From an optimization exercise on the open Yosys and OpenROAD flow, aimed at small area and a short achievable clock period; shortcuts taken in it are not production practice. Only simulation tests tie the RTL to the original design; equivalence was not proved.

==> flow/design.v <==
package PSL_pkg;
    localparam j_bit_width   = 6;   
    localparam h_bit_width   = 6;   
    localparam i_bit_width   = 6;   
    localparam RNG_bit_width = 32;  
endpackage : PSL_pkg
`timescale 1ns / 1ps
module lfsr_bit_n (rst, q, c, d);
input rst, q, c;
output d;
assign d = ~((rst | q) & c);
endmodule
module lfsr_bit_p (rst, q, c, d);
input rst, q, c;
output d;
assign d = (rst | q) & c;
endmodule
module wbit_n (ld, ldn, w, q, d);
input ld, ldn, w, q;
output d;
assign d = ~((ld | q) & (ldn | w));
endmodule
module wbit_p (ld, ldn, w, q, d);
input ld, ldn, w, q;
output d;
assign d = (ld | q) & (ldn | w);
endmodule
`timescale 1ns / 1ps
module LUT_bias (rn, base, p31, hk, le, lt, tinf);
input  [31:0] rn;
output [4:0]  base;
output [5:0]  p31;
output        hk, le, lt, tinf;
wire [31:0] r = ~rn;
wire [31:0] th;
assign th[0] = r[31];
assign th[1] = th[0] & r[30];
assign th[2] = th[1] & r[29];
assign th[3] = th[2] & r[28];
assign th[4] = th[3] & r[27];
assign th[5] = th[4] & r[26];
assign th[6] = th[5] & r[25];
assign th[7] = th[6] & r[24];
assign th[8] = th[7] & r[23];
assign th[9] = th[8] & r[22];
assign th[10] = th[9] & r[21];
assign th[11] = th[10] & r[20];
assign th[12] = th[11] & r[19];
assign th[13] = th[12] & r[18];
assign th[14] = th[13] & r[17];
assign th[15] = th[14] & r[16];
assign th[16] = th[15] & r[15];
assign th[17] = th[16] & r[14];
assign th[18] = th[17] & r[13];
assign th[19] = th[18] & r[12];
assign th[20] = th[19] & r[11];
assign th[21] = th[20] & r[10];
assign th[22] = th[21] & r[9];
assign th[23] = th[22] & r[8];
assign th[24] = th[23] & r[7];
assign th[25] = th[24] & r[6];
assign th[26] = th[25] & r[5];
assign th[27] = th[26] & r[4];
assign th[28] = th[27] & r[3];
assign th[29] = th[28] & r[2];
assign th[30] = th[29] & r[1];
assign th[31] = th[30] & r[0];
wire [32:0] oh;
assign oh[0] = ~r[31];
assign oh[1] = th[0] & ~r[30];
assign oh[2] = th[1] & ~r[29];
assign oh[3] = th[2] & ~r[28];
assign oh[4] = th[3] & ~r[27];
assign oh[5] = th[4] & ~r[26];
assign oh[6] = th[5] & ~r[25];
assign oh[7] = th[6] & ~r[24];
assign oh[8] = th[7] & ~r[23];
assign oh[9] = th[8] & ~r[22];
assign oh[10] = th[9] & ~r[21];
assign oh[11] = th[10] & ~r[20];
assign oh[12] = th[11] & ~r[19];
assign oh[13] = th[12] & ~r[18];
assign oh[14] = th[13] & ~r[17];
assign oh[15] = th[14] & ~r[16];
assign oh[16] = th[15] & ~r[15];
assign oh[17] = th[16] & ~r[14];
assign oh[18] = th[17] & ~r[13];
assign oh[19] = th[18] & ~r[12];
assign oh[20] = th[19] & ~r[11];
assign oh[21] = th[20] & ~r[10];
assign oh[22] = th[21] & ~r[9];
assign oh[23] = th[22] & ~r[8];
assign oh[24] = th[23] & ~r[7];
assign oh[25] = th[24] & ~r[6];
assign oh[26] = th[25] & ~r[5];
assign oh[27] = th[26] & ~r[4];
assign oh[28] = th[27] & ~r[3];
assign oh[29] = th[28] & ~r[2];
assign oh[30] = th[29] & ~r[1];
assign oh[31] = th[30] & ~r[0];
assign oh[32] = th[31];
wire [31:0] lsel;
assign lsel[0] = oh[1] | oh[10] | oh[17] | oh[20] | oh[23] | oh[25] | oh[28] | oh[30] | th[31];
assign lsel[1] = oh[1] | oh[4] | oh[11] | oh[14] | oh[17] | oh[21] | oh[24] | oh[25] | oh[28] | th[30];
assign lsel[2] = oh[1] | oh[3] | oh[8] | oh[15] | oh[18] | oh[20] | oh[21] | oh[23] | oh[24] | oh[25] | oh[28] | th[29];
assign lsel[3] = oh[1] | oh[5] | oh[7] | oh[10] | oh[12] | oh[14] | oh[15] | oh[17] | oh[20] | oh[21] | oh[23] | oh[24] | oh[25] | oh[27] | th[28];
assign lsel[4] = oh[3] | oh[5] | oh[7] | oh[10] | oh[14] | oh[18] | oh[21] | oh[23] | oh[25] | th[27];
assign lsel[5] = oh[1] | oh[4] | oh[5] | oh[17] | oh[25] | th[26];
assign lsel[6] = oh[3] | oh[4] | oh[5] | oh[8] | oh[11] | oh[12] | oh[14] | oh[15] | oh[17] | oh[21] | oh[24] | th[25];
assign lsel[7] = oh[1] | oh[3] | oh[4] | oh[7] | oh[11] | oh[12] | oh[15] | oh[17] | oh[21] | th[24];
assign lsel[8] = oh[1] | oh[4] | oh[5] | oh[10] | oh[11] | oh[12] | oh[15] | th[23];
assign lsel[9] = oh[1] | oh[3] | oh[10] | oh[14] | oh[15] | oh[18] | oh[20] | oh[21] | th[22];
assign lsel[10] = oh[1] | oh[4] | oh[8] | oh[11] | oh[14] | oh[15] | th[21];
assign lsel[11] = oh[3] | oh[10] | oh[12] | oh[17] | oh[18] | th[20];
assign lsel[12] = oh[8] | oh[17] | oh[18] | th[19];
assign lsel[13] = oh[1] | oh[3] | oh[4] | oh[7] | oh[8] | oh[12] | oh[15] | th[18];
assign lsel[14] = oh[3] | oh[4] | oh[5] | oh[7] | oh[8] | oh[10] | oh[12] | oh[15] | th[17];
assign lsel[15] = oh[1] | oh[3] | oh[4] | oh[8] | oh[12] | oh[15] | th[16];
assign lsel[16] = oh[3] | oh[4] | oh[5] | oh[7] | oh[8] | oh[12] | oh[14] | th[15];
assign lsel[17] = oh[1] | oh[3] | oh[4] | oh[11] | oh[12] | th[14];
assign lsel[18] = oh[1] | oh[5] | oh[8] | oh[10] | oh[12] | th[13];
assign lsel[19] = oh[3] | oh[4] | oh[7] | oh[8] | oh[11] | th[12];
assign lsel[20] = oh[3] | oh[4] | oh[8] | th[11];
assign lsel[21] = oh[1] | oh[3] | oh[5] | th[10];
assign lsel[22] = oh[3] | oh[4] | oh[5] | oh[7] | oh[8] | th[9];
assign lsel[23] = oh[4] | th[8];
assign lsel[24] = oh[1] | oh[3] | oh[4] | oh[5] | th[7];
assign lsel[25] = oh[1] | oh[4] | oh[5] | th[6];
assign lsel[26] = th[5];
assign lsel[27] = oh[1] | th[4];
assign lsel[28] = oh[1] | th[3];
assign lsel[29] = oh[1] | th[2];
assign lsel[30] = th[1];
assign lsel[31] = th[0];
wire [31:0] cg0, ce0;
assign cg0[0] = lsel[0] & rn[0];
assign ce0[0] = lsel[0] ^ rn[0];
assign cg0[1] = lsel[1] & rn[1];
assign ce0[1] = lsel[1] ^ rn[1];
assign cg0[2] = lsel[2] & rn[2];
assign ce0[2] = lsel[2] ^ rn[2];
assign cg0[3] = lsel[3] & rn[3];
assign ce0[3] = lsel[3] ^ rn[3];
assign cg0[4] = lsel[4] & rn[4];
assign ce0[4] = lsel[4] ^ rn[4];
assign cg0[5] = lsel[5] & rn[5];
assign ce0[5] = lsel[5] ^ rn[5];
assign cg0[6] = lsel[6] & rn[6];
assign ce0[6] = lsel[6] ^ rn[6];
assign cg0[7] = lsel[7] & rn[7];
assign ce0[7] = lsel[7] ^ rn[7];
assign cg0[8] = lsel[8] & rn[8];
assign ce0[8] = lsel[8] ^ rn[8];
assign cg0[9] = lsel[9] & rn[9];
assign ce0[9] = lsel[9] ^ rn[9];
assign cg0[10] = lsel[10] & rn[10];
assign ce0[10] = lsel[10] ^ rn[10];
assign cg0[11] = lsel[11] & rn[11];
assign ce0[11] = lsel[11] ^ rn[11];
assign cg0[12] = lsel[12] & rn[12];
assign ce0[12] = lsel[12] ^ rn[12];
assign cg0[13] = lsel[13] & rn[13];
assign ce0[13] = lsel[13] ^ rn[13];
assign cg0[14] = lsel[14] & rn[14];
assign ce0[14] = lsel[14] ^ rn[14];
assign cg0[15] = lsel[15] & rn[15];
assign ce0[15] = lsel[15] ^ rn[15];
assign cg0[16] = lsel[16] & rn[16];
assign ce0[16] = lsel[16] ^ rn[16];
assign cg0[17] = lsel[17] & rn[17];
assign ce0[17] = lsel[17] ^ rn[17];
assign cg0[18] = lsel[18] & rn[18];
assign ce0[18] = lsel[18] ^ rn[18];
assign cg0[19] = lsel[19] & rn[19];
assign ce0[19] = lsel[19] ^ rn[19];
assign cg0[20] = lsel[20] & rn[20];
assign ce0[20] = lsel[20] ^ rn[20];
assign cg0[21] = lsel[21] & rn[21];
assign ce0[21] = lsel[21] ^ rn[21];
assign cg0[22] = lsel[22] & rn[22];
assign ce0[22] = lsel[22] ^ rn[22];
assign cg0[23] = lsel[23] & rn[23];
assign ce0[23] = lsel[23] ^ rn[23];
assign cg0[24] = lsel[24] & rn[24];
assign ce0[24] = lsel[24] ^ rn[24];
assign cg0[25] = lsel[25] & rn[25];
assign ce0[25] = lsel[25] ^ rn[25];
assign cg0[26] = lsel[26] & rn[26];
assign ce0[26] = lsel[26] ^ rn[26];
assign cg0[27] = lsel[27] & rn[27];
assign ce0[27] = lsel[27] ^ rn[27];
assign cg0[28] = lsel[28] & rn[28];
assign ce0[28] = lsel[28] ^ rn[28];
assign cg0[29] = lsel[29] & rn[29];
assign ce0[29] = lsel[29] ^ rn[29];
assign cg0[31:30] = 2'b00;
assign ce0[31:30] = 2'b11;
wire c1_0g, c1_0e;
assign c1_0g = ~(cg0[1] | (ce0[1] & cg0[0]));
assign c1_0e = ~(ce0[1] & ce0[0]);
wire c1_1g, c1_1e;
assign c1_1g = ~(cg0[3] | (ce0[3] & cg0[2]));
assign c1_1e = ~(ce0[3] & ce0[2]);
wire c1_2g, c1_2e;
assign c1_2g = ~(cg0[5] | (ce0[5] & cg0[4]));
assign c1_2e = ~(ce0[5] & ce0[4]);
wire c1_3g, c1_3e;
assign c1_3g = ~(cg0[7] | (ce0[7] & cg0[6]));
assign c1_3e = ~(ce0[7] & ce0[6]);
wire c1_4g, c1_4e;
assign c1_4g = ~(cg0[9] | (ce0[9] & cg0[8]));
assign c1_4e = ~(ce0[9] & ce0[8]);
wire c1_5g, c1_5e;
assign c1_5g = ~(cg0[11] | (ce0[11] & cg0[10]));
assign c1_5e = ~(ce0[11] & ce0[10]);
wire c1_6g, c1_6e;
assign c1_6g = ~(cg0[13] | (ce0[13] & cg0[12]));
assign c1_6e = ~(ce0[13] & ce0[12]);
wire c1_7g, c1_7e;
assign c1_7g = ~(cg0[15] | (ce0[15] & cg0[14]));
assign c1_7e = ~(ce0[15] & ce0[14]);
wire c1_8g, c1_8e;
assign c1_8g = ~(cg0[17] | (ce0[17] & cg0[16]));
assign c1_8e = ~(ce0[17] & ce0[16]);
wire c1_9g, c1_9e;
assign c1_9g = ~(cg0[19] | (ce0[19] & cg0[18]));
assign c1_9e = ~(ce0[19] & ce0[18]);
wire c1_10g, c1_10e;
assign c1_10g = ~(cg0[21] | (ce0[21] & cg0[20]));
assign c1_10e = ~(ce0[21] & ce0[20]);
wire c1_11g, c1_11e;
assign c1_11g = ~(cg0[23] | (ce0[23] & cg0[22]));
assign c1_11e = ~(ce0[23] & ce0[22]);
wire c1_12g, c1_12e;
assign c1_12g = ~(cg0[25] | (ce0[25] & cg0[24]));
assign c1_12e = ~(ce0[25] & ce0[24]);
wire c1_13g, c1_13e;
assign c1_13g = ~(cg0[27] | (ce0[27] & cg0[26]));
assign c1_13e = ~(ce0[27] & ce0[26]);
wire c1_14g, c1_14e;
assign c1_14g = ~(cg0[29] | (ce0[29] & cg0[28]));
assign c1_14e = ~(ce0[29] & ce0[28]);
wire c1_15g, c1_15e;
assign c1_15g = ~(cg0[31] | (ce0[31] & cg0[30]));
assign c1_15e = ~(ce0[31] & ce0[30]);
wire c2_0g, c2_0e;
assign c2_0g = ~(c1_1g & (c1_1e | c1_0g));
assign c2_0e = ~(c1_1e | c1_0e);
wire c2_1g, c2_1e;
assign c2_1g = ~(c1_3g & (c1_3e | c1_2g));
assign c2_1e = ~(c1_3e | c1_2e);
wire c2_2g, c2_2e;
assign c2_2g = ~(c1_5g & (c1_5e | c1_4g));
assign c2_2e = ~(c1_5e | c1_4e);
wire c2_3g, c2_3e;
assign c2_3g = ~(c1_7g & (c1_7e | c1_6g));
assign c2_3e = ~(c1_7e | c1_6e);
wire c2_4g, c2_4e;
assign c2_4g = ~(c1_9g & (c1_9e | c1_8g));
assign c2_4e = ~(c1_9e | c1_8e);
wire c2_5g, c2_5e;
assign c2_5g = ~(c1_11g & (c1_11e | c1_10g));
assign c2_5e = ~(c1_11e | c1_10e);
wire c2_6g, c2_6e;
assign c2_6g = ~(c1_13g & (c1_13e | c1_12g));
assign c2_6e = ~(c1_13e | c1_12e);
wire c2_7g, c2_7e;
assign c2_7g = ~(c1_15g & (c1_15e | c1_14g));
assign c2_7e = ~(c1_15e | c1_14e);
wire c3_0g, c3_0e;
assign c3_0g = ~(c2_1g | (c2_1e & c2_0g));
assign c3_0e = ~(c2_1e & c2_0e);
wire c3_1g, c3_1e;
assign c3_1g = ~(c2_3g | (c2_3e & c2_2g));
assign c3_1e = ~(c2_3e & c2_2e);
wire c3_2g, c3_2e;
assign c3_2g = ~(c2_5g | (c2_5e & c2_4g));
assign c3_2e = ~(c2_5e & c2_4e);
wire c3_3g, c3_3e;
assign c3_3g = ~(c2_7g | (c2_7e & c2_6g));
assign c3_3e = ~(c2_7e & c2_6e);
wire c4_0g, c4_0e;
assign c4_0g = ~(c3_1g & (c3_1e | c3_0g));
assign c4_0e = ~(c3_1e | c3_0e);
wire c4_1g, c4_1e;
assign c4_1g = ~(c3_3g & (c3_3e | c3_2g));
assign c4_1e = ~(c3_3e | c3_2e);
wire c5_0g, c5_0e;
assign c5_0g = ~(c4_1g | (c4_1e & c4_0g));
assign c5_0e = ~(c4_1e & c4_0e);
assign le = c5_0g;
assign lt = c5_0g & c5_0e;
assign hk = oh[1] | oh[3] | oh[4] | oh[5] | oh[7] | oh[8] | oh[10] | oh[11] | oh[12] | oh[14] | oh[15] | oh[17] | oh[18] | oh[20] | oh[21] | oh[23] | oh[24] | oh[25] | oh[27] | oh[28] | oh[30];
assign tinf = oh[32];
assign base[0] = (th[0] & ~th[1]) | (th[3] & ~th[4]) | (th[5] & ~th[7]) | (th[8] & ~th[10]) | (th[11] & ~th[12]) | (th[14] & ~th[15]) | (th[17] & ~th[18]) | (th[20] & ~th[21]) | (th[23] & ~th[24]) | (th[25] & ~th[27]) | (th[28] & ~th[30]);
assign base[1] = (th[1] & ~th[4]) | (th[7] & ~th[10]) | (th[12] & ~th[15]) | (th[18] & ~th[21]) | (th[24] & ~th[27]) | (th[30]);
assign base[2] = (th[4] & ~th[10]) | (th[15] & ~th[21]) | (th[27]);
assign base[3] = (th[10] & ~th[21]);
assign base[4] = (th[21]);
assign p31[0] = (~th[0]) | (th[1] & ~th[3]) | (th[4] & ~th[5]) | (th[7] & ~th[8]) | (th[10] & ~th[11]) | (th[12] & ~th[14]) | (th[15] & ~th[17]) | (th[18] & ~th[20]) | (th[21] & ~th[23]) | (th[24] & ~th[25]) | (th[27] & ~th[28]) | (th[30]);
assign p31[1] = (~th[0]) | (th[3] & ~th[5]) | (th[8] & ~th[11]) | (th[14] & ~th[17]) | (th[20] & ~th[23]) | (th[25] & ~th[28]);
assign p31[2] = (~th[0]) | (th[5] & ~th[11]) | (th[17] & ~th[23]) | (th[28]);
assign p31[3] = (~th[0]) | (th[11] & ~th[23]);
assign p31[4] = (~th[0]) | (th[23]);
assign p31[5] = (th[0]);
endmodule
module cmp_leaf (a, bn, g, e);
input a, bn;
output g, e;
assign g = a & bn;
assign e = a ^ bn;
endmodule
module cmp_node_p (gh, eh, gl, el, g, e);
input gh, eh, gl, el;
output g, e;
assign g = ~(gh | (eh & gl));
assign e = ~(eh & el);
endmodule
module cmp_node_n (gh, eh, gl, el, g, e);
input gh, eh, gl, el;
output g, e;
assign g = ~(gh & (eh | gl));
assign e = ~(eh | el);
endmodule
`timescale 1ns / 1ps
module fadd (a, b, c, s, co);
input a, b, c;
output s, co;
assign s = a ^ b ^ c;
assign co = (a & b) | (a & c) | (b & c);
endmodule
module hadd (a, b, s, co);
input a, b;
output s, co;
assign s = a ^ b;
assign co = a & b;
endmodule
`timescale 1ns / 1ps
module pbit (s_in, h_n, J_n, rn, en, keep, sq, d0, d1, d2);
input  [5:0]  s_in;
input  [5:0]  h_n;
input  [35:0] J_n;
input  [31:0] rn;     
input         en, keep, sq;
output        d0, d1, d2;
wire [4:0] base;
wire [5:0] p31;
wire hk, le, lt, tinf;
LUT_bias l_i (.rn(rn), .base(base), .p31(p31), .hk(hk), .le(le), .lt(lt), .tinf(tinf));
wire c1n = ~(hk & le);
wire th_c2 = hk & lt;
wire co1, co2, co3;
wire [8:0] ra, rb;
wire t0_1 = ~(J_n[1] ^ s_in[0]);
wire t0_2 = ~(J_n[2] ^ s_in[0]);
wire t0_3 = ~(J_n[3] ^ s_in[0]);
wire t0_4 = ~(J_n[4] ^ s_in[0]);
wire t0_5 = J_n[5] ^ s_in[0];
wire ci0 = ~(J_n[0] | s_in[0]);
wire t1_1 = ~(J_n[7] ^ s_in[1]);
wire t1_2 = ~(J_n[8] ^ s_in[1]);
wire t1_3 = ~(J_n[9] ^ s_in[1]);
wire t1_4 = ~(J_n[10] ^ s_in[1]);
wire t1_5 = J_n[11] ^ s_in[1];
wire ci1 = ~(J_n[6] | s_in[1]);
wire t2_1 = ~(J_n[13] ^ s_in[2]);
wire t2_2 = ~(J_n[14] ^ s_in[2]);
wire t2_3 = ~(J_n[15] ^ s_in[2]);
wire t2_4 = ~(J_n[16] ^ s_in[2]);
wire t2_5 = J_n[17] ^ s_in[2];
wire ci2 = ~(J_n[12] | s_in[2]);
wire t3_1 = ~(J_n[19] ^ s_in[3]);
wire t3_2 = ~(J_n[20] ^ s_in[3]);
wire t3_3 = ~(J_n[21] ^ s_in[3]);
wire t3_4 = ~(J_n[22] ^ s_in[3]);
wire t3_5 = J_n[23] ^ s_in[3];
wire ci3 = ~(J_n[18] | s_in[3]);
wire t4_1 = ~(J_n[25] ^ s_in[4]);
wire t4_2 = ~(J_n[26] ^ s_in[4]);
wire t4_3 = ~(J_n[27] ^ s_in[4]);
wire t4_4 = ~(J_n[28] ^ s_in[4]);
wire t4_5 = J_n[29] ^ s_in[4];
wire ci4 = ~(J_n[24] | s_in[4]);
wire t5_1 = ~(J_n[31] ^ s_in[5]);
wire t5_2 = ~(J_n[32] ^ s_in[5]);
wire t5_3 = ~(J_n[33] ^ s_in[5]);
wire t5_4 = ~(J_n[34] ^ s_in[5]);
wire t5_5 = J_n[35] ^ s_in[5];
wire ci5 = ~(J_n[30] | s_in[5]);
wire hb5 = ~h_n[5];
wire fs1, fc1;
fadd fa1 (.a(h_n[1]), .b(ci0), .c(ci1), .s(fs1), .co(fc1));
wire fs2, fc2;
fadd fa2 (.a(ci2), .b(ci3), .c(ci4), .s(fs2), .co(fc2));
wire hs3, hc3;
hadd ha3 (.a(J_n[0]), .b(J_n[6]), .s(hs3), .co(hc3));
wire fs4, fc4;
fadd fa4 (.a(ci5), .b(t0_1), .c(t1_1), .s(fs4), .co(fc4));
wire fs5, fc5;
fadd fa5 (.a(t2_1), .b(t3_1), .c(t4_1), .s(fs5), .co(fc5));
wire fs6, fc6;
fadd fa6 (.a(h_n[2]), .b(t0_2), .c(t1_2), .s(fs6), .co(fc6));
wire fs7, fc7;
fadd fa7 (.a(t2_2), .b(t3_2), .c(t4_2), .s(fs7), .co(fc7));
wire hs8, hc8;
hadd ha8 (.a(t5_2), .b(fc1), .s(hs8), .co(hc8));
wire fs9, fc9;
fadd fa9 (.a(h_n[3]), .b(t0_3), .c(t1_3), .s(fs9), .co(fc9));
wire fs10, fc10;
fadd fa10 (.a(t2_3), .b(t3_3), .c(t4_3), .s(fs10), .co(fc10));
wire fs11, fc11;
fadd fa11 (.a(h_n[4]), .b(t0_4), .c(t1_4), .s(fs11), .co(fc11));
wire hs12, hc12;
hadd ha12 (.a(t2_4), .b(t3_4), .s(hs12), .co(hc12));
wire fs13, fc13;
fadd fa13 (.a(hb5), .b(t0_5), .c(t1_5), .s(fs13), .co(fc13));
wire hs14, hc14;
hadd ha14 (.a(t2_5), .b(t3_5), .s(hs14), .co(hc14));
wire fs15, fc15;
fadd fa15 (.a(J_n[12]), .b(J_n[18]), .c(J_n[24]), .s(fs15), .co(fc15));
wire fs16, fc16;
fadd fa16 (.a(t5_1), .b(hc3), .c(fs1), .s(fs16), .co(fc16));
wire hs17, hc17;
hadd ha17 (.a(fs2), .b(fs4), .s(hs17), .co(hc17));
wire fs18, fc18;
fadd fa18 (.a(fc2), .b(fc4), .c(fc5), .s(fs18), .co(fc18));
wire fs19, fc19;
fadd fa19 (.a(fs6), .b(fs7), .c(hs8), .s(fs19), .co(fc19));
wire fs20, fc20;
fadd fa20 (.a(t5_3), .b(fc6), .c(fc7), .s(fs20), .co(fc20));
wire fs21, fc21;
fadd fa21 (.a(fs9), .b(fs10), .c(hc8), .s(fs21), .co(fc21));
wire fs22, fc22;
fadd fa22 (.a(t4_4), .b(t5_4), .c(hs12), .s(fs22), .co(fc22));
wire fs23, fc23;
fadd fa23 (.a(fc9), .b(fc10), .c(fs11), .s(fs23), .co(fc23));
wire fs24, fc24;
fadd fa24 (.a(t4_5), .b(t5_5), .c(hc12), .s(fs24), .co(fc24));
wire fs25, fc25;
fadd fa25 (.a(hs14), .b(fc11), .c(fs13), .s(fs25), .co(fc25));
wire hs26, hc26;
hadd ha26 (.a(J_n[30]), .b(h_n[0]), .s(hs26), .co(hc26));
wire fs27, fc27;
fadd fa27 (.a(fc15), .b(fs5), .c(hs17), .s(fs27), .co(fc27));
wire fs28, fc28;
fadd fa28 (.a(hc17), .b(fc16), .c(fs18), .s(fs28), .co(fc28));
wire fs29, fc29;
fadd fa29 (.a(fc18), .b(fs20), .c(fc19), .s(fs29), .co(fc29));
wire fs30, fc30;
fadd fa30 (.a(fs22), .b(fc20), .c(fs23), .s(fs30), .co(fc30));
wire fs31, fc31;
fadd fa31 (.a(fc22), .b(fs24), .c(fc23), .s(fs31), .co(fc31));
wire fs32, fc32;
fadd fa32 (.a(hc14), .b(fc13), .c(fc24), .s(fs32), .co(fc32));
wire hs33, hc33;
hadd ha33 (.a(hs26), .b(hs3), .s(hs33), .co(hc33));
wire fs34, fc34;
fadd fa34 (.a(hc26), .b(fs16), .c(fs27), .s(fs34), .co(fc34));
wire fs35, fc35;
fadd fa35 (.a(fs19), .b(fc27), .c(fs28), .s(fs35), .co(fc35));
wire fs36, fc36;
fadd fa36 (.a(fs21), .b(fc28), .c(fs29), .s(fs36), .co(fc36));
wire fs37, fc37;
fadd fa37 (.a(fc21), .b(fs30), .c(fc29), .s(fs37), .co(fc37));
wire fs38, fc38;
fadd fa38 (.a(fs25), .b(fc30), .c(fs31), .s(fs38), .co(fc38));
wire fs39, fc39;
fadd fa39 (.a(fc25), .b(fs32), .c(fc31), .s(fs39), .co(fc39));
assign ra = {1'b0, fc39, fc38, fc37, fc36, fc35, fc34, hc33, hs33};
assign rb = {1'b0, fc32, fs39, fs38, fs37, fs36, fs35, fs34, fs15};
wire [4:0] nbase = ~base;
geq_t g1 (.a(ra[7:0]), .b(rb[7:0]), .k(nbase), .cin(c1n), .co(co1));
geq_n g2 (.a(ra[7:0]), .b(rb[7:0]), .k(p31), .cin(th_c2), .co(co2));
geq_z g3 (.a(ra[7:0]), .b(rb[7:0]), .cin(1'b0), .co(co3));
wire s_new = (~tinf & co1) | (co2 & ~co3);
wire d = (en & s_new) | (keep & sq);
assign d0 = d;
assign d1 = d;
assign d2 = d;
endmodule
module geq_t (a, b, k, cin, co);
input [7:0] a, b;
input [4:0] k;
input cin;
output co;
wire [7:0] s, c;
assign s[0] = a[0] ^ b[0] ^ k[0];
assign c[0] = (a[0] & b[0]) | (a[0] & k[0]) | (b[0] & k[0]);
assign s[1] = a[1] ^ b[1] ^ k[1];
assign c[1] = (a[1] & b[1]) | (a[1] & k[1]) | (b[1] & k[1]);
assign s[2] = a[2] ^ b[2] ^ k[2];
assign c[2] = (a[2] & b[2]) | (a[2] & k[2]) | (b[2] & k[2]);
assign s[3] = a[3] ^ b[3] ^ k[3];
assign c[3] = (a[3] & b[3]) | (a[3] & k[3]) | (b[3] & k[3]);
assign s[4] = a[4] ^ b[4] ^ k[4];
assign c[4] = (a[4] & b[4]) | (a[4] & k[4]) | (b[4] & k[4]);
assign s[5] = a[5] ^ b[5];
assign c[5] = a[5] & b[5];
assign s[6] = a[6] ^ b[6];
assign c[6] = a[6] & b[6];
assign s[7] = a[7] ^ b[7];
assign c[7] = a[7] & b[7];
wire [7:0] y = {c[6:0], cin};
wire [7:0] g0 = s & y;
wire [7:0] p0 = s | y;
wire gg1 = g0[1] | (p0[1] & g0[0]);
wire pp1 = p0[1] & p0[0];
wire gg2 = g0[3] | (p0[3] & g0[2]);
wire pp2 = p0[3] & p0[2];
wire gg3 = g0[5] | (p0[5] & g0[4]);
wire pp3 = p0[5] & p0[4];
wire gg4 = g0[7] | (p0[7] & g0[6]);
wire pp4 = p0[7] & p0[6];
wire gg5 = gg2 | (pp2 & gg1);
wire pp5 = pp2 & pp1;
wire gg6 = gg4 | (pp4 & gg3);
wire pp6 = pp4 & pp3;
wire gg7 = gg6 | (pp6 & gg5);
wire pp7 = pp6 & pp5;
assign co = c[7] | gg7;
endmodule
module geq_n (a, b, k, cin, co);
input [7:0] a, b;
input [5:0] k;
input cin;
output co;
wire [7:0] s, c;
assign s[0] = a[0] ^ b[0] ^ k[0];
assign c[0] = (a[0] & b[0]) | (a[0] & k[0]) | (b[0] & k[0]);
assign s[1] = a[1] ^ b[1] ^ k[1];
assign c[1] = (a[1] & b[1]) | (a[1] & k[1]) | (b[1] & k[1]);
assign s[2] = a[2] ^ b[2] ^ k[2];
assign c[2] = (a[2] & b[2]) | (a[2] & k[2]) | (b[2] & k[2]);
assign s[3] = a[3] ^ b[3] ^ k[3];
assign c[3] = (a[3] & b[3]) | (a[3] & k[3]) | (b[3] & k[3]);
assign s[4] = a[4] ^ b[4] ^ k[4];
assign c[4] = (a[4] & b[4]) | (a[4] & k[4]) | (b[4] & k[4]);
assign s[5] = a[5] ^ b[5] ^ k[5];
assign c[5] = (a[5] & b[5]) | (a[5] & k[5]) | (b[5] & k[5]);
assign s[6] = a[6] ^ b[6];
assign c[6] = a[6] & b[6];
assign s[7] = a[7] ^ b[7];
assign c[7] = a[7] & b[7];
wire [7:0] y = {c[6:0], cin};
wire [7:0] g0 = s & y;
wire [7:0] p0 = s | y;
wire gg1 = g0[1] | (p0[1] & g0[0]);
wire pp1 = p0[1] & p0[0];
wire gg2 = g0[3] | (p0[3] & g0[2]);
wire pp2 = p0[3] & p0[2];
wire gg3 = g0[5] | (p0[5] & g0[4]);
wire pp3 = p0[5] & p0[4];
wire gg4 = g0[7] | (p0[7] & g0[6]);
wire pp4 = p0[7] & p0[6];
wire gg5 = gg2 | (pp2 & gg1);
wire pp5 = pp2 & pp1;
wire gg6 = gg4 | (pp4 & gg3);
wire pp6 = pp4 & pp3;
wire gg7 = gg6 | (pp6 & gg5);
wire pp7 = pp6 & pp5;
assign co = c[7] | gg7;
endmodule
module geq_z (a, b, cin, co);
input [7:0] a, b;
input cin;
output co;
wire [7:0] s, c;
assign s[0] = a[0] ^ b[0];
assign c[0] = a[0] & b[0];
assign s[1] = a[1] ^ b[1];
assign c[1] = a[1] & b[1];
assign s[2] = a[2] ^ b[2];
assign c[2] = a[2] & b[2];
assign s[3] = a[3] ^ b[3];
assign c[3] = a[3] & b[3];
assign s[4] = a[4] ^ b[4];
assign c[4] = a[4] & b[4];
assign s[5] = ~(a[5] ^ b[5]);
assign c[5] = a[5] | b[5];
assign s[6] = a[6] ^ b[6];
assign c[6] = a[6] & b[6];
assign s[7] = a[7] ^ b[7];
assign c[7] = a[7] & b[7];
wire [7:0] y = {c[6:0], cin};
wire [7:0] g0 = s & y;
wire [7:0] p0 = s | y;
wire gg1 = g0[1] | (p0[1] & g0[0]);
wire pp1 = p0[1] & p0[0];
wire gg2 = g0[3] | (p0[3] & g0[2]);
wire pp2 = p0[3] & p0[2];
wire gg3 = g0[5] | (p0[5] & g0[4]);
wire pp3 = p0[5] & p0[4];
wire gg4 = g0[7] | (p0[7] & g0[6]);
wire pp4 = p0[7] & p0[6];
wire gg5 = gg2 | (pp2 & gg1);
wire pp5 = pp2 & pp1;
wire gg6 = gg4 | (pp4 & gg3);
wire pp6 = pp4 & pp3;
wire gg7 = gg6 | (pp6 & gg5);
wire pp7 = pp6 & pp5;
assign co = c[7] | gg7;
endmodule
`timescale 1ns / 1ps
import PSL_pkg :: *;
module pbit_lattice (
    input  wire        clk,
    input  wire        rst,         
    input  wire        run,         
    input  wire [31:0] seed_mix,    
    input  wire        cfg_we,      
    input  wire [6:0]  cfg_addr,    
    input  wire [5:0]  cfg_wdata,   
    output wire [26:0] s            
);
localparam L = 3;
localparam N = L*L*L;
localparam [N*RNG_bit_width-1:0] SEEDS = {
        32'h55724a8a,
        32'hafa2d07c,
        32'h1121a14d,
        32'h8fde5639,
        32'h132a29cf,
        32'h27cd95a0,
        32'h26af91d1,
        32'ha71dba49,
        32'h5552da89,
        32'hdab4fcb8,
        32'h093f36eb,
        32'h8eca7365,
        32'h7965c0fe,
        32'h4d317c68,
        32'h022dd18d,
        32'h3c7ba9e3,
        32'h8be9794d,
        32'h3c95ad20,
        32'h819ed6b6,
        32'he7158a80,
        32'h21f64544,
        32'he06c85af,
        32'hbaec4ef7,
        32'h02ff349d,
        32'h4f876aa3,
        32'h9c2b9d9f,
        32'h2ae75e2e
};
reg [2:0] ph;
always @(posedge clk) begin
    if (rst) ph <= 3'b001;
    else ph <= {ph[1:0], ph[2]};
end
reg [j_bit_width-1:0]   Js [0:3*N-1];    
reg [h_bit_width-1:0]   hs [0:N-1];
reg [RNG_bit_width-1:0] rs [0:N-1];
reg [N-1:0]             ss0, ss1, ss2;
wire [4*N-1:0] dec;
genvar a;
generate
for (a = 0; a < 4*N; a = a + 1) begin : gdec
    assign dec[a] = cfg_we && (cfg_addr == a);
end
endgenerate
wire [5:0] wd0 = rst ? 6'd0 : cfg_wdata;
wire [5:0] wd1 = ~wd0;
wire [31:0] rmixn1 = ~({32{rst}} & seed_mix);    
wire [31:0] rmixn0 = ~({32{rst}} & ~seed_mix);   
wire s_en   = run & ~rst;
wire s_keep = ~run & ~rst;
genvar x, y, z, d, b;
generate
for (z = 0; z < L; z = z + 1) begin : gz
  for (y = 0; y < L; y = y + 1) begin : gy
    localparam integer UA  = (L - (y+z)%L) % L;
    localparam integer A   = UA + L*y + L*L*z;
    localparam integer XP  = (UA+1)%L + L*y + L*L*z;
    localparam integer XM  = (UA+L-1)%L + L*y + L*L*z;
    localparam integer YP  = UA + L*((y+1)%L) + L*L*z;
    localparam integer YM  = UA + L*((y+L-1)%L) + L*L*z;
    localparam integer ZP  = UA + L*y + L*L*((z+1)%L);
    localparam integer ZM  = UA + L*y + L*L*((z+L-1)%L);
    wire s_d0, s_d1, s_d2;     
    wire [RNG_bit_width-1:0] r_next;
    pbit unit (
        .s_in({ss2[ZM], ss2[ZP], ss1[YM], ss1[YP], ss0[XM], ss0[XP]}),
        .h_n(hs[A]),
        .J_n({Js[3*ZM+2], Js[3*A+2], Js[3*YM+1], Js[3*A+1], Js[3*XM+0], Js[3*A+0]}),
        .rn(rs[A]), .en(s_en), .keep(s_keep), .sq(ss0[A]), .d0(s_d0), .d1(s_d1), .d2(s_d2));
    wire [RNG_bit_width-1:0] r_a = ~rs[A];
    assign r_next = {r_a[RNG_bit_width-2:0], ~(r_a[31] ^ r_a[21] ^ r_a[1] ^ r_a[0])};
    for (x = 0; x < L; x = x + 1) begin : gu
      localparam integer U   = x;
      localparam integer S   = U + L*y + L*L*z;
      localparam integer SRC = (U+1)%L + L*y + L*L*z;
      localparam integer X0  = (U+1)%L, X1 = (U+2)%L, X2 = U;
      localparam integer I0  = X0 + L*y + L*L*z, I1 = X1 + L*y + L*L*z, I2 = X2 + L*y + L*L*z;
      localparam POL  = (U == (UA+1)%L);
      localparam PSRC = (((U+1)%L) == (UA+1)%L);
      localparam INV  = POL ^ PSRC;
      localparam LPOL  = !POL;
      localparam LPSRC = !PSRC;
      localparam LINV  = LPOL ^ LPSRC;
      localparam [RNG_bit_width-1:0] SEED = SEEDS[S*RNG_bit_width +: RNG_bit_width];
      wire [RNG_bit_width-1:0] rq = (SRC == A) ? (r_next ^ {RNG_bit_width{LPSRC}}) : rs[SRC];
      wire [RNG_bit_width-1:0] rd;
      for (b = 0; b < RNG_bit_width; b = b + 1) begin : gb
        if (LINV) begin : n
          lfsr_bit_n g (.rst(rst), .q(rq[b]), .c((SEED[b] ^ LPOL) ? rmixn0[b] : rmixn1[b]), .d(rd[b]));
        end else begin : p
          lfsr_bit_p g (.rst(rst), .q(rq[b]), .c((SEED[b] ^ LPOL) ? rmixn1[b] : rmixn0[b]), .d(rd[b]));
        end
      end
      always @(posedge clk) rs[S] <= rd;
      if (SRC == A) begin : sa
        always @(posedge clk) begin
          ss0[S] <= s_d0;
          ss1[S] <= s_d1;
          ss2[S] <= s_d2;
        end
      end else if (S == A) begin : sc
        always @(posedge clk) ss0[S] <= rst ? 1'b0 : ss0[SRC];
      end else begin : sb
        always @(posedge clk) begin
          ss0[S] <= rst ? 1'b0 : ss0[SRC];
          ss1[S] <= rst ? 1'b0 : ss1[SRC];
          ss2[S] <= rst ? 1'b0 : ss2[SRC];
        end
      end
      wire hld = rst | (ph[0] & dec[3*N+I0]) | (ph[1] & dec[3*N+I1]) | (ph[2] & dec[3*N+I2]);
      wire [h_bit_width-1:0] hd;
      for (b = 0; b < h_bit_width; b = b + 1) begin : ghb
        if (INV) begin : n
          wbit_n g (.ld(hld), .ldn(~hld), .w(POL ? wd0[b] : wd1[b]), .q(hs[SRC][b]), .d(hd[b]));
        end else begin : p
          wbit_p g (.ld(hld), .ldn(~hld), .w(POL ? wd1[b] : wd0[b]), .q(hs[SRC][b]), .d(hd[b]));
        end
      end
      always @(posedge clk) hs[S] <= hd;
      for (d = 0; d < 3; d = d + 1) begin : gd
        wire jld = rst | (ph[0] & dec[3*I0+d]) | (ph[1] & dec[3*I1+d]) | (ph[2] & dec[3*I2+d]);
        wire [j_bit_width-1:0] jd;
        for (b = 0; b < j_bit_width; b = b + 1) begin : gjb
          if (INV) begin : n
            wbit_n g (.ld(jld), .ldn(~jld), .w(POL ? wd0[b] : wd1[b]), .q(Js[3*SRC+d][b]), .d(jd[b]));
          end else begin : p
            wbit_p g (.ld(jld), .ldn(~jld), .w(POL ? wd1[b] : wd0[b]), .q(Js[3*SRC+d][b]), .d(jd[b]));
          end
        end
        always @(posedge clk) Js[3*S+d] <= jd;
      end
      localparam integer Q0 = x + L*y + L*L*z;
      localparam integer Q1 = (x+L-1)%L + L*y + L*L*z;
      localparam integer Q2 = (x+L-2)%L + L*y + L*L*z;
      assign s[S] = (ph[0] & ss0[Q0]) | (ph[1] & ss0[Q1]) | (ph[2] & ss0[Q2]);
    end
  end
end
endgenerate
endmodule
==> flow/run.sh <==
#!/bin/bash
# synth_recipe.tcl (not shown) runs the flow's synth.tcl, then flattens the netlist and writes it again
# the make line also repeats each setting of config.mk as NAME=value (left out here)
make -C /OpenROAD-flow-scripts/flow DESIGN_CONFIG=/design/flow/config.mk WORK_HOME=/design/flow/orfs CLKGATE_MAP_FILE= SYNTH_SCRIPT=/design/flow/synth_recipe.tcl finish
==> flow/config.mk <==
export PLATFORM = sky130hd
export DESIGN_NAME = pbit_lattice
export DESIGN_NICKNAME = pbit_lattice
export VERILOG_FILES = /design/flow/design.v
export SDC_FILE = /design/flow/constraint.sdc
export NUM_CORES = 4
export LEC_CHECK = 0
export CAP_MARGIN = 20
export CORE_MARGIN = 2
export CORE_UTILIZATION = 55
export CTS_CLUSTER_DIAMETER = 100
export CTS_CLUSTER_SIZE = 30
export SETUP_SLACK_MARGIN = 5
export SLEW_MARGIN = 20
export SYNTH_HIERARCHICAL = 1
export SYNTH_MINIMUM_KEEP_SIZE = 0
==> flow/constraint.sdc <==
create_clock -name core_clock -period 10.0 [get_ports {clk}]
set_input_delay 2.0000 -clock core_clock [delete_from_list [all_inputs] [get_ports {clk}]]
set_output_delay 2.0000 -clock core_clock [all_outputs]
set_load 0.01 [all_outputs]
==> run_results.csv, run 1 <==
group,metric,value,unit
sta,setup_viol,0,
clock_network,clk_pin_slew,0.12,ns
synth,synth_seq_cells,1578,
setup_path,cp.arrival,5.51,ns
clock_network,clk_latency,0.73,ns
die,fp.dieArea,148000,um2
setup_path,critical_path.max_stage_delay,0.63,ns
die,rows,139,
setup_path,rrSetupSlack,5.11,ns
grt,antenna_found_initial,5,
clock_network,h-tree-depth,3,
die,die_w,385,um
sta,drv_slew,0,
grt,grt_first_pass_wirelength,428000,um
drt,wire_per_inst,29.1,um
sta,tns,0,ns
sta,hold_viol_final,0,
synth,yosys-top-cells-count,"1578 x dfxtp_1, 579 x o21ai_1, 570 x nor2_1, 486 x o22ai_1, 432 x ha_1",
synth,ys.flop_type,"dfxtp_1",
drt,drcViolationCount,0,
drt,drtPass1Iterations,9,
sta,period_needed,4.89,ns
setup_path,cp_data_required_time,10.62,ns
sta,slew_headroom,12.9,%
sta,period_share,48.9,%
setup_path,crit_fanout,16,
synth,yosys.area.top_type_share,39.5,%
drt,ant_nets,0,
sta,worst_pin_slew,1.29,ns
setup_path,cp_cell_sequence,"or4_4 > nor4_4 > nand4b_1 > nor2_1 > or3_1 > ha_1 > a211oi_1 > o211ai_1 > o211ai_1 > a211oi_1 > nor3_1 > nand2_2 > o211ai_1 > a21oi_1 > o221ai_1 > nand3_1 > inv_1 > o22ai_2 > a22o_2",
clock_network,cts_sinks,1578,
clock_network,numCtsBuffers,70,
placement,dp_hpwl,222000,um
die,die_h,385,um
die,start_util,55.6,%
synth,synth_cell_types,102,
outcome,status,"timing/DRC/antenna clean",
clock_network,clock_path_buffers,3,
synth,synth_most_common_cell,"dfxtp_1",
drt,num_vias,67395,
synth,ys_seq_area_share,39.5,%
synth,synthArstFlopShare,0,%
sta,fmax,0.205,GHz
setup_path,worstSetupStartpointType,"flop",
drt,via_per_inst,6.66,
finish,fin_nets,9050,
synth,yosys.area.top_type,"dfxtp_1",
synth,synth_area,79900,um2
synth,synth-edff-count,0,
sta,fin_skew,0.0424,ns
clock_network,cts_tree,"built",
setup_path,cp_top_family,"simple AND/OR/NAND/NOR gates",
job,drv_cap,0,
grt,grt_overflow,0,
setup_path,cp_num_buf_inv,1,
placement,place.gp.congestion,1.05,
synth,yosysWarningCount,13,
setup_path,crit_path_top_delay_cell,"or4_4",
placement,port_buffers,75,
clock_network,cts-root-buf,"clkbuf_16",
drt,drt-total-wl,294000,um
finish,area_growth,6.78,%
grt,grt_max_degree,189,
worst_hold_path,worstHoldPathType,"flop to flop",
setup_path,end_kind,"flop",
drt,drtIter0Drc,7750,
die,coreArea,144000,um2
synth,avgSynthCellArea,9.83,um2
synth,synth.area.top_cells,"dfxtp_1 40%, fa_1 9.7%, ha_1 6.8%, o22ai_1 3.8%, o21ai_1 3.6%",
finish,drive_gt1_share,7.36,%
synth,netlist_instances,8131,
setup_path,critPathMostFrequentCell,"o211ai_1",
sta,rsz0062_at_grt,"yes",
grt,grt_pass1_vias,64229,
setup_path,critPathKind,"flop to flop",
die,io_pins,76,
finish,nFillCells,12565,
grt,grt_usage,38.8,%
cell usage in the layout (no fill, tap or decap), types with 55 or more instances in the layout:
cell type / instances
o21ai_0: 320
o211ai_1: 82
o22a_1: 217
nand4_1: 74
nand3_1: 136
o22ai_1: 481
o21ai_1: 584
ha_1: 432
dfxtp_1: 1533
a21oi_1: 294
nand2b_1: 115
nand2_1: 316
fa_1: 386
clkbuf_16: 72
a221oi_1: 55
xnor2_1: 233
nor2b_1: 142
or3_1: 60
nor3_1: 102
nor2_1: 553
inv_1: 397
clkdlybuf4s50_1: 74
o21a_1: 302
buf_4: 90
metrics by stage:
step           utilization (%)  cells  hold WS, ns  setup slack (ns)  cell area (um2)
2_1_floorplan                -   8140        0.389              5.15            79900
3_3_place_gp              57.3   9990        0.394              4.42            82400
3_5_place_dp              57.3   9991        0.397              4.23            82400
4_1_cts                   58.9  10089        0.385              5.00            84700
5_1_grt                   59.3  10111        0.398              4.95            85300
6_report                  59.3  10114        0.389              5.11            85300
cells by family after synthesis:
| logic type | synth area share (%) |
|---|---|
| AOI/OAI and AO/OA | 23.2 |
| xor gates and xnor gates | 3.76 |
| adders and majority gates | 16.7 |
| buffers and inverters | 3.60 |
| DFF | 39.5 |
| muxes | 0.0282 |
| other | 0.0423 |
| and+or+nand+nor | 13.2 |
routing by layer:
| metal | share of wire (%) | global-route usage, % | vias up |
|---|---|---|---|
| met5 | 0.0054 | 0 | - |
| met4 | 7.6 | 24.0 | 2 |
| met3 | 8.3 | 6.15 | 753 |
| met2 | 44 | 59.7 | 3255 |
| met1 | 41 | 51.4 | 33330 |
| li1 | - | - | 30055 |
Yosys stat by module, one instance, submodules excluded:
module,times used,cells inside
geq_n,9,38
wbit_p,216,1
pbit,9,57
LUT_bias,9,281
lfsr_bit_n,576,1
hadd,63,1
wbit_n,432,1
pbit_lattice,1,2308
geq_z,9,29
fadd,288,1
lfsr_bit_p,288,1
geq_t,9,35
flip-flops by register name, indices dropped and copies added (netlist names):
signal,count
hs,162
rs,864
ph,3
ss1,18
ss0,27
Js,486
ss2,18
final timing paths:
check / start / end / depth (start not counted)
worst max register to register: rs[19][26] / ss0[18] / 19
worst min-delay path: hs[16][1] / hs[15][1] / 1
worst max-delay path: rs[19][26] / ss0[18] / 19
worst min register to register: hs[16][1] / hs[15][1] / 1
worst register-to-register path, stage by stage (launching register included):
cell and delay (ns):
dfxtp_2 0.44, or4_4 0.63, nor4_4 0.48, nand4b_1 0.29, nor2_1 0.29, or3_1 0.17, ha_1 0.25, a211oi_1 0.26
o211ai_1 0.13, o211ai_1 0.26, a211oi_1 0.12, nor3_1 0.32, nand2_2 0.20, o211ai_1 0.15, a21oi_1 0.06, o221ai_1 0.21
nand3_1 0.09, inv_1 0.07, o22ai_2 0.10, a22o_2 0.26
layout make-up:
class	count	area, um2	share of cell area [%]
inverters	413	1550	1.82
repair buffers	171	1550	1.82
clock inverters	25	408	0.478
multi-input cells	5948	46000	53.9
clock buffers	73	1810	2.12
diodes	3	7.51	0.00880
well taps	1903	2380	2.79
flip-flops and latches	1578	31600	37.1
what timing repair did:
action,in CTS,in global routing
setup endpoints to repair,21,72
hold buffers,0,0
pin swaps,1,21
resized for setup,21,119
setup buffers,0,19
==> run 2, diff against run 1 <==
--- a/flow/config.mk
+++ b/flow/config.mk
@@ -8,7 +8,7 @@
 export CAP_MARGIN = 20
 export CORE_MARGIN = 2
-export CORE_UTILIZATION = 55
-export CTS_CLUSTER_DIAMETER = 100
-export CTS_CLUSTER_SIZE = 30
+export CORE_UTILIZATION = 65
+export CTS_CLUSTER_DIAMETER = 80
+export CTS_CLUSTER_SIZE = 24
 export SETUP_SLACK_MARGIN = 5
 export SLEW_MARGIN = 20
==> run_results.csv, run 2 <==
group,metric,value,unit
outcome,status,"timing/DRC/antenna clean",
sta,whs,0.389,ns
setup_path,worstSetupStartpointType,"flop",
die,io_pins,76,
setup_path,cp.arrival,3.01,ns
setup_path,critPathKind,"flop to output port",
finish,drive_gt1_share,7.19,%
setup_path,cp_num_buf_inv,3,
drt,drcViolationCount,0,
grt,grt_overflow,0,
synth,netlist_instances,8131,
die,start_util,65.6,%
drt,ant_nets,0,
setup_path,crit_fanout,43,
die,die_h,355,um
drt,via_per_inst,7.03,
synth,avgSynthCellArea,9.83,um2
placement,dp_hpwl,215000,um
synth,yosysWarningCount,13,
synth,synth_most_common_cell,"dfxtp_1",
finish,area_growth,6.58,%
sta,worst_pin_slew,1.26,ns
sta,setup_ws,4.99,ns
synth,synth_cell_types,102,
drt,wire_per_inst,30.0,um
die,fp.dieArea,126000,um2
sta,fmax,0.200,GHz
setup_path,cp_top_family,"compound AO/OA/AOI/OAI gates",
die,coreArea,122000,um2
job,drv_cap,0,
grt,grt_usage,45.9,%
clock_network,cts_sinks,1578,
finish,top_register,"rs",
setup_path,cp_data_required_time,8.00,ns
synth,synth-edff-count,0,
synth,ys.flop_type,"dfxtp_1",
grt,grt_first_pass_wirelength,431000,um
finish,largest_reg_flops,864,
clock_network,hold_buffers,0,
clock_network,cts_tree,"built",
grt,grt_pass1_vias,66308,
synth,yosys.area.top_type_share,39.5,%
sta,period_needed,5.01,ns
grt,grt_max_degree,205,
sta,rsz0062_at_grt,"yes",
sta,hold_viol_final,0,
synth,yosys.area.top_type,"dfxtp_1",
sta,tns,0,ns
placement,dpl_cell_area,82100,um2
worst_hold_path,worstHoldPathType,"flop to flop",
clock_network,numCtsBuffers,84,
finish,reg.largest.list,"rs x864, Js x486, hs x162",
setup_path,cp_cell_sequence,"buf_6 > a222oi_1 > inv_1 > clkdlybuf4s50_1",
finish,final_cell_mix,"1539 x dfxtp_1, 585 x o21ai_1, 556 x nor2_1",
sta,drv_slew,0,
setup_path,critical_path.max_stage_delay,0.98,ns
synth,synth_area,79900,um2
clock_network,clk_latency,0.74,ns
drt,drtPass1Iterations,11,
die,rows,128,
sta,setup_viol,0,
setup_path,crit_path_top_delay_cell,"a222oi_1",
sta,slew_headroom,15.9,%
placement,port_buffers,75,
setup_path,end_kind,"output port",
synth,synthArstFlopShare,0,%
die,die_w,355,um
clock_network,clk_pin_slew,0.09,ns
synth,synth.area.top_cells,"dfxtp_1 40%, fa_1 9.7%, ha_1 6.8%, o22ai_1 3.8%, o21ai_1 3.6%",
clock_network,cts-root-buf,"clkbuf_16",
finish,mostFrequentLayoutCell,"dfxtp_1",
drt,drtIter0Drc,9874,
drt,num_vias,69221,
sta,fin_skew,0.0357,ns
synth,yosys-top-cells-count,"1578 x dfxtp_1, 579 x o21ai_1, 570 x nor2_1, 486 x o22ai_1, 432 x ha_1",
clock_network,h-tree-depth,3,
synth,synth_seq_cells,1578,
clock_network,clock_path_buffers,3,
finish,fin_nets,9058,
sta,period_share,50.1,%
placement,place_ws,4.34,ns
drt,drt-total-wl,295000,um
synth,ys_seq_area_share,39.5,%
placement,place.gp.congestion,1.09,
finish,final_cell_area,85200,um2
grt,antenna_found_initial,10,
==> run 2: cell count changes in the layout (fill, tap and decap cells not counted), sizes merged, moves of 2 or more <==
cell    before  now
inv        424  422
clkbuf      74   95
clkinv      11    6
diode        3    6
buf         96   90
bufinv       2    0
==> run 2: worst paths after layout <==
path | to | slack (ns) | startpoint | cells after the start
setup / recovery | s[22] | 4.99 | ph[2] | 4
hold / removal | rs[24][2] | 0.39 | rs[25][2] | 1
setup reg to reg | ss0[10] | 5.02 | ss0[10] | 14
hold reg to reg | rs[24][2] | 0.39 | rs[25][2] | 1
==> run 2: logic make-up (layout without fill, tap and decap cells) <==
logic type                 count (synthesis)  after routing  share of synthesized area, %
buffers and inverters                    614            689                          3.60
xor gates and xnor gates                 297            297                          3.76
and+or+nand+nor                         1967           1967                          13.2
DFF                                     1578           1578                          39.5
other                                      9             24                        0.0423
adders and majority gates                837            837                          16.7
muxes                                      2              2                        0.0282
AOI/OAI and AO/OA                       2827           2827                          23.2
==> run 2: modules after synthesis, one instance, submodules excluded, a selection <==
module / times used / flops+latches
geq_t: 9 / 0
fadd: 288 / 0
wbit_n: 432 / 0
geq_z: 9 / 0
wbit_p: 216 / 0
geq_n: 9 / 0
hadd: 63 / 0
==> run 2: area by class of cell <==
| cell class | count | area (um2) |
|---|---|---|
| diodes | 6 | 15.0 |
| clock buffers | 94 | 2260 |
| clock inverters | 17 | 267 |
| fillers | 9380 | 36700 |
| inverters | 413 | 1550 |
| multi-input cells | 5948 | 45900 |
| flip-flops and latches | 1578 | 31600 |
| well taps | 1625 | 2030 |
| repair buffers | 165 | 1480 |
==> run 2: routing by layer <==
layer | wire [um] | up-vias | part of all wire, % | global-route usage [%]
met2 | 118000 | 4621 | 40 | 63.9
met1 | 112000 | 33489 | 38 | 60.3
li1 | - | 30066 | - | -
met4 | 24400 | 8 | 8.3 | 31.2
met5 | 63 | - | 0.021 | 0
met3 | 40500 | 1037 | 14 | 15.2
==> run 2: metrics by stage <==
step,std cells,utilization [%]
2_1_floorplan,8140,-
3_3_place_gp,9709,67.3
3_5_place_dp,9710,67.3
4_1_cts,9822,69.5
5_1_grt,9842,69.9
6_report,9846,69.9
==> run 2: repair_timing <==
item	4_1_cts	5_1_grt
pin swaps	2	16
buffers inserted	1	16
setup endpoints to repair	25	52
resized for setup	24	93
==> run 2: worst reg2reg max path: cells and delay by family (launching register included) <==
kind | cells | cell delay, ns
adder cells (fa/ha/maj) | 6 | 2.75
AO/OA/AOI/OAI | 6 | 1.41
flip-flops | 1 | 0.56
AND/OR/NAND/NOR | 2 | 0.21
==> run 3, diff against run 2 <==
--- a/flow/design.v
+++ b/flow/design.v
@@ -501,5 +501,5 @@
 assign s[7] = a[7] ^ b[7];
 assign c[7] = a[7] & b[7];
-wire [7:0] y = {c[6:0], cin};
+wire [7:0] y = {c[6:0], 1'b0};
 wire [7:0] g0 = s & y;
 wire [7:0] p0 = s | y;
@@ -518,5 +518,5 @@
 wire gg7 = gg6 | (pp6 & gg5);
 wire pp7 = pp6 & pp5;
-assign co = c[7] | gg7;
+assign co = c[7] | gg7 | (pp7 & cin);
 endmodule
 module geq_n (a, b, k, cin, co);
@@ -542,5 +542,5 @@
 assign s[7] = a[7] ^ b[7];
 assign c[7] = a[7] & b[7];
-wire [7:0] y = {c[6:0], cin};
+wire [7:0] y = {c[6:0], 1'b0};
 wire [7:0] g0 = s & y;
 wire [7:0] p0 = s | y;
@@ -559,5 +559,5 @@
 wire gg7 = gg6 | (pp6 & gg5);
 wire pp7 = pp6 & pp5;
-assign co = c[7] | gg7;
+assign co = c[7] | gg7 | (pp7 & cin);
 endmodule
 module geq_z (a, b, cin, co);
@@ -582,5 +582,5 @@
 assign s[7] = a[7] ^ b[7];
 assign c[7] = a[7] & b[7];
-wire [7:0] y = {c[6:0], cin};
+wire [7:0] y = {c[6:0], 1'b0};
 wire [7:0] g0 = s & y;
 wire [7:0] p0 = s | y;
@@ -599,5 +599,5 @@
 wire gg7 = gg6 | (pp6 & gg5);
 wire pp7 = pp6 & pp5;
-assign co = c[7] | gg7;
+assign co = c[7] | gg7 | (pp7 & cin);
 endmodule
 `timescale 1ns / 1ps
--- a/flow/config.mk
+++ b/flow/config.mk
@@ -8,5 +8,5 @@
 export CAP_MARGIN = 20
 export CORE_MARGIN = 2
-export CORE_UTILIZATION = 65
+export CORE_UTILIZATION = 55
 export CTS_CLUSTER_DIAMETER = 80
 export CTS_CLUSTER_SIZE = 24
==> run_results.csv, run 3 <==
group,metric,value,unit
outcome,status,"timing/DRC/antenna clean",
finish,reg.largest.list,"rs x864, Js x486, hs x162",
grt,grt_pass1_vias,64995,
grt,antenna_found_initial,7,
synth,yosys.area.top_type_share,39.2,%
die,io_pins,76,
synth,avgSynthCellArea,9.76,um2
placement,dpl.cell_count,10105,
setup_path,crit_path_top_delay_cell,"clkdlybuf4s50_1",
sta,fin_skew,0.0588,ns
clock_network,clk_latency,0.76,ns
worst_hold_path,worstHoldPathType,"flop to flop",
synth,synth-simple-area-share,12.6,%
setup_path,cp_num_buf_inv,1,
setup_path,cp_top_family,"simple AND/OR/NAND/NOR gates",
die,die_h,387,um
synth,synth.area.top_cells,"dfxtp_1 39%, fa_1 9.6%, ha_1 6.7%, o22ai_1 4.0%, o21ai_1 3.7%",
synth,synth_most_common_cell,"dfxtp_1",
sta,period_needed,5.02,ns
drt,wire_per_inst,29.1,um
sta,slew_headroom,13.5,%
drt,drtPass1Iterations,9,
setup_path,critPathKind,"primary input to flop",
drt,num_vias,68352,
job,drv_cap,0,
setup_path,cp_cell_sequence,"clkdlybuf4s50_1 > or3_1 > o22ai_2 > nor3_1 > nor2_1 > o22a_1",
finish,final_cell_mix,"1526 x dfxtp_1, 595 x o21ai_1, 531 x inv_1",
drt,ant_nets,0,
synth,yosys.area.top_type,"dfxtp_1",
finish,area_growth,7.46,%
clock_network,clock_path_buffers,3,
clock_network,cts_tree,"built",
placement,place.gp.congestion,1.06,
sta,setup_viol,0,
sta,setup_ws,4.98,ns
synth,synth-compound-area-share,23.6,%
setup_path,worstSetupStartpointType,"primary input",
sta,drv_slew,0,
grt,grt_first_pass_wirelength,436000,um
synth,synthAdderAreaFrac,16.6,%
grt,grt_overflow,0,
sta,fmax,0.199,GHz
drt,drcViolationCount,0,
synth,synth-edff-count,0,
worst_hold_path,whs_path_depth,1,
finish,mostFrequentLayoutCell,"dfxtp_1",
placement,port_buffers,75,
setup_path,reg2reg_depth,19,
finish,final_cells,10270,
setup_path,end_kind,"flop",
placement,dp_hpwl,221000,um
sta,period_share,50.2,%
sta,tns,0,ns
drt,via_per_inst,6.66,
synth,synth_area,80600,um2
clock_network,h-tree-depth,3,
clock_network,cts-root-buf,"clkbuf_16",
synth,yosys-top-cells-count,"1578 x dfxtp_1, 588 x o21ai_1, 543 x nor2_1, 538 x inv_1, 513 x o22ai_1",
finish,drive_gt1_share,7.98,%
synth,netlist_instances,8257,
finish,fin_nets,9181,
die,rows,140,
die,fp.dieArea,150000,um2
sta,rsz0062_at_grt,"yes",
synth,ys_seq_area_share,39.2,%
synth,synth_seq_cells,1578,
finish,largest_reg_flops,864,
synth,synth_top_family_by_area,"compound AO/OA/AOI/OAI gates",
synth,ys.flop_type,"dfxtp_1",
clock_network,numCtsBuffers,87,
setup_path,critical_path.max_stage_delay,1.11,ns
grt,grt_max_degree,175,
clock_network,clk_pin_slew,0.09,ns
clock_network,cts_sinks,1578,
drt,drt-total-wl,299000,um
sta,hold_viol_final,0,
drt,drtIter0Drc,8043,
synth,muxShareOfSynthArea,0.0280,%
finish,final_cell_area,86600,um2
die,die_w,387,um
placement,place_ws,4.16,ns
finish,top_register,"rs",
grt,grt_usage,38.8,%
setup_path,cp.arrival,5.62,ns
setup_path,cp_num_cells,6,
die,start_util,55.3,%
synth,synthArstFlopShare,0,%
setup_path,crit_fanout,28,
die,coreArea,146000,um2
sta,worst_pin_slew,1.30,ns
synth,synth_xor_area_share,3.73,%
placement,dpl_cell_area,82900,um2
synth,yosysWarningCount,13,
synth,synth_cell_types,107,
clock_network,hold_buffers,0,
setup_path,cp_data_required_time,10.60,ns
==> run 3: cell count changes in the layout (fill, tap and decap cells not counted), moves of 26 or more <==
cell,before,now
a22oi_1,0,27
nand2_1,317,344
nand3_1,135,99
o22ai_1,479,508
nor2b_1,141,88
o21ai_0,318,344
inv_1,397,531
nor2_1,556,521
==> run 3: worst register-to-register path: stages (launching register included) <==
cell and delay, ns:
dfxtp_1 0.45, or4_4 0.61, or4_4 0.53, and4bb_4 0.42, nand2_1 0.12, or4b_2 0.22, ha_1 0.23, a21oi_1 0.20
o211ai_1 0.11, o211ai_1 0.24, nand4_1 0.14, a21oi_2 0.21, and2_2 0.24, nand2b_1 0.08, maj3_1 0.35, a21oi_1 0.17
a21o_1 0.13, inv_1 0.05, o22ai_2 0.19, a22o_2 0.19
==> run 3: cell type report <==
cell class / count / area, um2
clock inverter: 29 / 526
tap: 1917 / 2400
clock buffer: 95 / 2250
sequential: 1578 / 31700
fill: 12644 / 59000
timing repair buffer: 168 / 1470
inverter: 548 / 2060
antenna: 5 / 12.5
multi-input combinational: 5930 / 46200
==> run 3: cell families (layout without fill, tap and decap cells) <==
kind of cell	Yosys count	in the layout
adders and majority gates	837	837
muxes	2	2
buffers and inverters	749	840
DFF	1578	1578
other	9	14
and+or+nand+nor	1886	1886
xor gates and xnor gates	297	297
AOI/OAI and AO/OA	2899	2899
==> run 3: final timing paths <==
kind,start,endpoint,slack [ns]
setup / recovery,cfg_addr[2],Js[70][3],4.98
hold / removal,rs[25][15],rs[24][15],0.38
setup reg to reg,rs[19][24],ss1[18],5.11
hold reg to reg,rs[25][15],rs[24][15],0.38
==> run 3: timing repair <==
action	CTS	global route
pin swaps	5	21
buffers inserted	3	30
setup endpoints to repair	27	51
resized for setup	49	127
gates cloned	0	0
==> run 3: Yosys stat by module, one instance, submodules excluded, excerpt <==
| module | flops+latches | cells inside | cell area (um2) | copies in the design |
|---|---|---|---|---|
| pbit_lattice | 1578 | 2308 | 36000 | 1 |
| hadd | 0 | 1 | 12.5 | 63 |
| wbit_p | 0 | 1 | 8.76 | 216 |
| wbit_n | 0 | 1 | 6.26 | 432 |
| lfsr_bit_n | 0 | 1 | 5.00 | 576 |
| fadd | 0 | 1 | 20.0 | 288 |
| geq_t | 0 | 42 | 305 | 9 |
==> run 3: stage by stage <==
stage          utilization, %  hold WS, ns
2_1_floorplan               -        0.389
3_3_place_gp             56.9        0.394
3_5_place_dp             56.9        0.397
4_1_cts                  59.0        0.393
5_1_grt                  59.5        0.399
6_report                 59.5        0.383
==> run 3: routing by layer <==
metal	part of all wire, %	vias up	global-route usage, %
li1	-	30373	-
met1	41	33636	53.0
met2	42	3584	56.7
met3	11	755	10.4
met4	6.1	4	19.5
met5	0.0090	-	0

[separate check: timing with driven ports]
In the flow no input, the clock included, has a driving cell. The finished layouts below were timed again as built, in two steps.
Step 1, drivers: a clkbuf_16 drives clk and a buf_2 each remaining input, both assumed.
Step 2 times the ports against the registers' clock, not the clock port: input delays grow and output delays shrink by t, the midpoint of the rising clock arrivals with the driver on.
Slacks: no drivers / after step 1 / after step 2; pairs: no drivers / after step 1.
run | shift t [ns] | slack for setup (ns) | slew at the worst register clock pin (ns)
run 1 | 0.800 | 5.114 / 5.114 / 4.463 | 0.12 / 0.12
run 2 | 0.811 | 4.988 / 4.902 / 4.249 | 0.10 / 0.10
run 3 | 0.817 | 4.985 / 4.991 / 4.229 | 0.10 / 0.10
After both steps every run listed still meets setup and hold. The setup slack of run 3, which loses most, moves by +0.006 ns with the drivers and by -0.756 ns with both steps.
